From an optimization exercise on the open Yosys and OpenROAD flow, aimed at small area, a short achievable clock period and few clock cycles per item; shortcuts taken in it are not production practice. At most, simulation tests tie the RTL to the original design; equivalence was not proved. Power is estimated from default activity; no workload was simulated.

run a:
==> flow/design.v <==
module alu(
	output reg[15:0] data_out,
	output reg       valid_out,
	output reg       cmd_out,
	input [15:0]     data_in,
	input            valid_in,
	input            cmd_in,
	output reg       amm_read,
	output reg[7:0]  amm_address,
	input [7:0]      amm_readdata,
	input            amm_waitrequest,
	input [1:0]      amm_response,
	input clk,
	input rst_n
	);
	localparam D = 62;               
	reg        busy;                 
	reg        rx;                   
	reg        last;                 
	reg [5:0]  rem;                  
	reg        idx0, idx1;           
	reg [3:0]  op;
	reg        ee;                   
	reg        err;                  
	reg        dly;                  
	reg        pay;                  
	reg        b_mem;                
	reg        b_iss;                
	reg        b_i1;                 
	reg [7:0]  b_val;
	reg [7:0]  stk [0:D-1];
	reg [5:0]  cnt;
	reg        pop;                  
	reg        infl_i1;              
	reg [7:0]  addr_n;               
	reg [7:0]  v0r, v1r;             
	reg        v1big;                
	reg [7:0]  vbg, vrg;             
	reg [11:0] acc;
	wire o_and = (op == 4'd1);
	wire o_or  = (op == 4'd2);
	wire o_xor = (op == 4'd3);
	wire o_log = o_and || o_or || o_xor;
	wire o_not = (op == 4'd4);
	wire o_inc = (op == 4'd5);
	wire o_dec = (op == 4'd6);
	wire o_neg = (op == 4'd7);
	wire o_shr = (op == 4'd8);
	wire o_shl = (op == 4'd9);
	wire o_fast = o_log || o_not;        
	wire idle    = !busy && !dly && !(valid_out && cmd_out);
	wire hdr_in  = idle && valid_in && cmd_in;
	wire beat_in = busy && rx && valid_in;
	wire imm_now = beat_in && !(data_in[8] && !ee);    
	wire [3:0] h_op = data_in[11:8];
	wire [5:0] h_n  = data_in[5:0];
	wire h_ee = (h_n == 6'd0) || (h_op >= 4'd10) ||
	            (h_op[3:2] == 2'b01 && h_n != 6'd1) ||
	            (h_op[3:1] == 3'b100 && h_n != 6'd2);
	wire done_rd  = amm_read && !amm_waitrequest;
	wire rsp_err  = done_rd && (amm_response != 2'b00);
	wire err_n    = err || rsp_err;
	wire push     = b_mem && !b_iss && !err;
	wire head_ok  = (cnt != 6'd0) && !pop;
	wire new_mem  = beat_in && data_in[8] && !ee;
	wire port_free = !amm_read || !amm_waitrequest;
	wire can_iss   = busy && port_free && !err_n;
	wire src_b     = push;
	wire src_e     = !push && head_ok;
	wire src_d     = !push && !head_ok && new_mem;
	wire issue     = can_iss && (src_b || src_e || src_d);
	wire hold_a    = amm_read && amm_waitrequest;
	wire [7:0] addr_next = src_b ? b_val : (src_e ? stk[0] : data_in[7:0]);
	wire waiting   = push || head_ok || new_mem;
	wire reads_done = err_n || (!(amm_read && amm_waitrequest) && !waiting);
	wire beats_done = !rx || (last && valid_in);
	wire respond    = busy && beats_done && reads_done;
	wire hdr_go     = (respond && o_fast) || dly;
	wire [11:0] sum   = acc + {4'h0, vbg} + {4'h0, vrg};
	wire [7:0]  a_or  = acc[7:0] | vbg | vrg;
	wire [7:0]  a_xor = acc[7:0] ^ vbg ^ vrg;
	wire [7:0]  a_log = o_xor ? a_xor : a_or;
	wire [7:0] x0 = v0r;
	wire [7:0] x1 = v1r;
	reg  [7:0] x_all1, x_any1;             
	integer j;
	always @(*) begin
		x_all1[0] = 1'b1;
		x_any1[0] = 1'b0;
		for (j = 1; j < 8; j = j + 1) begin
			x_all1[j] = x_all1[j-1] & x0[j-1];
			x_any1[j] = x_any1[j-1] | x0[j-1];
		end
	end
	wire [11:0] x_inc = {3'h0, x_all1[7] & x0[7], x0 ^ x_all1};
	wire [11:0] x_dec = {{4{!(x_any1[7] | x0[7])}}, x0 ^ ~x_any1};
	wire [7:0]  x_neg = x0 ^ x_any1;
	wire [7:0]  x_shr = v1big ? 8'h00 : x0 >> x1[2:0];
	wire [7:0]  x_shl = v1big ? 8'h00 : x0 << x1[2:0];
	wire [11:0] ures_n = {4'h0, ({8{o_not}} & ~x0) | ({8{o_neg}} & x_neg) |
	                            ({8{o_shr}} & x_shr) | ({8{o_shl}} & x_shl)} |
	                     ({12{o_inc}} & x_inc) | ({12{o_dec}} & x_dec);
	wire [11:0] acc_n = o_log ? {4'h0, a_log} : (op[3] || op[2]) ? ures_n : sum;
	wire [11:0] res = o_log ? {4'h0, a_log ^ {8{o_and}}} : o_not ? {4'h0, ~v0r} : acc;
	integer k;
	always @(posedge clk) begin
		if (push) begin
			stk[0] <= b_val;
			if (!pop)
				for (k = 1; k < D; k = k + 1) stk[k] <= stk[k-1];
		end
		else if (pop) begin
			for (k = 0; k < D-1; k = k + 1) stk[k] <= stk[k+1];
		end
		b_val <= data_in[7:0];
		b_i1  <= idx1;
		v0r   <= (imm_now && idx0) ? data_in[7:0] : (done_rd && !infl_i1) ? amm_readdata : v0r;
		v1r   <= (imm_now && idx1) ? data_in[7:0] : (done_rd &&  infl_i1) ? amm_readdata : v1r;
		v1big <= (imm_now && idx1) ? |data_in[7:3] : (done_rd &&  infl_i1) ? |amm_readdata[7:3] : v1big;
		data_out <= (valid_out && cmd_out) ? (err ? 16'h0bad : {4'h0, res})
		                                   : {11'h0, err_n, op};
		amm_address <= hold_a ? ~addr_n : addr_next;
		addr_n      <= hold_a ? addr_n : ~addr_next;
		if (!hold_a)
			infl_i1 <= src_b ? b_i1 : (src_e ? 1'b1 : idx1);
		if (!rst_n) begin
			busy      <= 1'b0;
			rx        <= 1'b0;
			last      <= 1'b0;
			rem       <= 6'd0;
			idx0      <= 1'b0;
			idx1      <= 1'b0;
			op        <= 4'd0;
			ee        <= 1'b0;
			err       <= 1'b0;
			b_mem     <= 1'b0;
			b_iss     <= 1'b0;
			cnt       <= 6'd0;
			pop       <= 1'b0;
			acc       <= 12'd0;
			amm_read  <= 1'b0;
			valid_out <= 1'b0;
			cmd_out   <= 1'b0;
			dly       <= 1'b0;
			pay       <= 1'b0;
			vbg       <= 8'h00;
			vrg       <= 8'h00;
		end
		else begin
			if (pay) op <= 4'd0;
			if (hdr_in) begin
				busy <= 1'b1;
				rx   <= (h_n != 6'd0);
				last <= (h_n == 6'd1);
				rem  <= h_n;
				idx0 <= 1'b1;
				idx1 <= 1'b0;
				op   <= h_op;
				ee   <= h_ee;
				err  <= h_ee;
			end
			else
				err <= err_n;
			acc <= pay ? 12'h000 : acc_n;
			pay <= cmd_out;
			vbg <= imm_now ? data_in[7:0] ^ {8{o_and}} : 8'h00;
			vrg <= done_rd ? amm_readdata ^ {8{o_and}} : 8'h00;
			if (beat_in) begin
				rem  <= rem - 6'd1;
				last <= (rem == 6'd2);
				rx   <= !last;
				idx0 <= 1'b0;
				idx1 <= idx0;
			end
			b_mem <= new_mem;
			b_iss <= issue && src_d;
			cnt <= err ? 6'd0 : cnt + {5'd0, push} - {5'd0, pop};
			pop <= issue && !src_d;
			amm_read <= (amm_read && amm_waitrequest) || issue;
			if (respond) busy <= 1'b0;
			dly       <= respond && !o_fast;
			valid_out <= hdr_go || (valid_out && cmd_out);
			cmd_out   <= hdr_go;
		end
	end
endmodule
export LEC_CHECK = 0
export ABC_CLOCK_PERIOD_IN_PS = 1800
export CAP_MARGIN = 20
export CORE_MARGIN = 2
export CORE_UTILIZATION = 60
export CTS_CLUSTER_DIAMETER = 60
export CTS_CLUSTER_SIZE = 24
export SETUP_SLACK_MARGIN = 2.9
export SLEW_MARGIN = 20
create_clock -name core_clock -period 5.0 [get_ports {clk}]
standard.sh (not shown) runs the stock make flow with config.mk's settings and CLKGATE_MAP_FILE= SYNTH_SCRIPT=/design/flow/synth_recipe.tcl, a recipe that flattens the netlist after the stock synthesis.
==> flow/flow/run.sh <==
#!/bin/bash
# The standard layout (standard.sh), with synthesis changed in two ways:
# adders are left to ABC as plain logic (no full/half-adder cells, ADDER_MAP_FILE
# empty), and ABC maps with its own script (flow/synth.tcl). Registers and their
# names are those of the standard synthesis. Ports are buffered, as in the
# standard flow, but with buf_4 cells rather than the delay buffer that
# buffer_ports picks by default.
set -euo pipefail
here=$(pwd)

ports="BUFFER_PORTS_ARGS=-buffer_cell sky130_fd_sc_hd__buf_4"
bash standard.sh synth SYNTH_SCRIPT="$here/flow/synth.tcl" ADDER_MAP_FILE= "$ports" > "$here/synth.log" 2>&1
bash standard.sh finish SYNTH_SCRIPT="$here/flow/synth.tcl" ADDER_MAP_FILE= "$ports" > "$here/layout.log" 2>&1
test -f "$here/out/final.def"
==> flow/flow/synth.tcl <==
# The standard flow's synthesis script (synth_recipe.tcl), with one change: ABC maps with a
# script that maps with SAT-based area-oriented matching (&nf -a) and pin permutation.
proc synth {args} { yosys synth -nofsm -noshare {*}$args }
proc abc {args} {
  set i [lsearch -exact $args -script]
  if {$i >= 0} {
    set s "+&get -n;&st;&dch;&nf -a -p;&put;buffer -c;topo;stime -c;upsize -c;dnsize -c"
    set args [lreplace $args $i [expr {$i + 1}] -script $s]
  }
  yosys abc {*}$args
}
source $::env(SCRIPTS_DIR)/synth.tcl
# left out here: clear keep_hierarchy, flatten, clean up, hide names made inside functions, write 1_2_yosys.v
Relative to run a, the following input files were edited for run b:
diff --git a/flow/design.v b/flow/design.v
--- a/flow/design.v
+++ b/flow/design.v
@@ -35,8 +35,9 @@
 	reg [7:0]  addr_n;               
 	reg [7:0]  v0r, v1r;             
 	reg        v1big;                
 	reg [7:0]  vbg, vrg;             
+	reg [11:0] ures;                 
 	reg [11:0] acc;
 	wire o_and = (op == 4'd1);
 	wire o_or  = (op == 4'd2);
 	wire o_xor = (op == 4'd3);
@@ -79,8 +80,9 @@
 	wire [11:0] sum   = acc + {4'h0, vbg} + {4'h0, vrg};
 	wire [7:0]  a_or  = acc[7:0] | vbg | vrg;
 	wire [7:0]  a_xor = acc[7:0] ^ vbg ^ vrg;
 	wire [7:0]  a_log = o_xor ? a_xor : a_or;
+	wire [11:0] acc_n = o_log ? {4'h0, a_log} : sum;
 	wire [7:0] x0 = v0r;
 	wire [7:0] x1 = v1r;
 	reg  [7:0] x_all1, x_any1;             
 	integer j;
@@ -99,10 +101,10 @@
 	wire [7:0]  x_shl = v1big ? 8'h00 : x0 << x1[2:0];
 	wire [11:0] ures_n = {4'h0, ({8{o_not}} & ~x0) | ({8{o_neg}} & x_neg) |
 	                            ({8{o_shr}} & x_shr) | ({8{o_shl}} & x_shl)} |
 	                     ({12{o_inc}} & x_inc) | ({12{o_dec}} & x_dec);
-	wire [11:0] acc_n = o_log ? {4'h0, a_log} : (op[3] || op[2]) ? ures_n : sum;
-	wire [11:0] res = o_log ? {4'h0, a_log ^ {8{o_and}}} : o_not ? {4'h0, ~v0r} : acc;
+	wire [11:0] res = o_log ? {4'h0, a_log ^ {8{o_and}}} : o_not ? {4'h0, ~v0r} :
+	                  (op[3] || op[2]) ? ures : acc;
 	integer k;
 	always @(posedge clk) begin
 		if (push) begin
 			stk[0] <= b_val;
@@ -116,8 +118,9 @@
 		b_i1  <= idx1;
 		v0r   <= (imm_now && idx0) ? data_in[7:0] : (done_rd && !infl_i1) ? amm_readdata : v0r;
 		v1r   <= (imm_now && idx1) ? data_in[7:0] : (done_rd &&  infl_i1) ? amm_readdata : v1r;
 		v1big <= (imm_now && idx1) ? |data_in[7:3] : (done_rd &&  infl_i1) ? |amm_readdata[7:3] : v1big;
+		ures  <= ures_n;
 		data_out <= (valid_out && cmd_out) ? (err ? 16'h0bad : {4'h0, res})
 		                                   : {11'h0, err_n, op};
 		amm_address <= hold_a ? ~addr_n : addr_next;
 		addr_n      <= hold_a ? addr_n : ~addr_next;
@@ -146,9 +149,8 @@
 			vbg       <= 8'h00;
 			vrg       <= 8'h00;
 		end
 		else begin
-			if (pay) op <= 4'd0;
 			if (hdr_in) begin
 				busy <= 1'b1;
 				rx   <= (h_n != 6'd0);
 				last <= (h_n == 6'd1);
[summary]
Per the comparison of run b with run a, power in sequential cells saw an increase, number of placed instances with taps included up 39.
Against run a, flip-flop and latch count in run b rose slightly.
Diff run a -> run b | area occupied by multi-input gates | up slightly
From run a to run b, quantity of hold-fixing buffers added after cts did not move at all.
Delta (run b minus run a): routed wire length went down about 8%, timing-limited maximum frequency went up by 49 MHz, synthesized area saw an increase, share of layout cells above drive strength 1 shrank by 0.79 points.
Worst setup skew after layout, run a and run b: lower on run b
Compared with run a, run b shows a higher power spent charging and discharging nets.
Run b vs run a, met2 usage in global routing went down by 3.8 points.
Cmp run a and run b / overall power of the completed layout / lower: run a
| final setup slack of the worst path | run b vs run a | 0.24 ns higher |
Testbench counts of run b, summed over its fixed seeds: cycles 34,374, items 2,000.
No functional check of the RTL was part of run a.

==> afterwards: timing with drivers on the ports <==
Ports are ideal in the flow. The routed layouts listed here were re-timed in OpenROAD.
Step 1 (the two cells are an assumption about what drives the block):
set clk [get_ports {clk}]
set_driving_cell -lib_cell sky130_fd_sc_hd__clkbuf_16 $clk
set_driving_cell -lib_cell sky130_fd_sc_hd__buf_2 [delete_from_list [all_inputs] $clk]
Step 2 adds t to the input delays and takes it off the output delays; t is the mean of the earliest and latest rising clock arrival at the registers after step 1. Input paths then give back, and output paths get back, about the clock's delay inside the block.
a / b / c = ideal / step 1 / step 2; a / b = the first two.
run	t (ns)	slack for setup (ns)	pins driven straight from the clock port
run a	0.631	2.681 / 2.681 / 2.397	1
run b	0.627	2.918 / 2.884 / 2.312	1
After both steps setup and hold are still met in every run listed. The setup slack of run b, which loses most, moves by -0.034 ns with the drivers and by -0.606 ns with both steps.
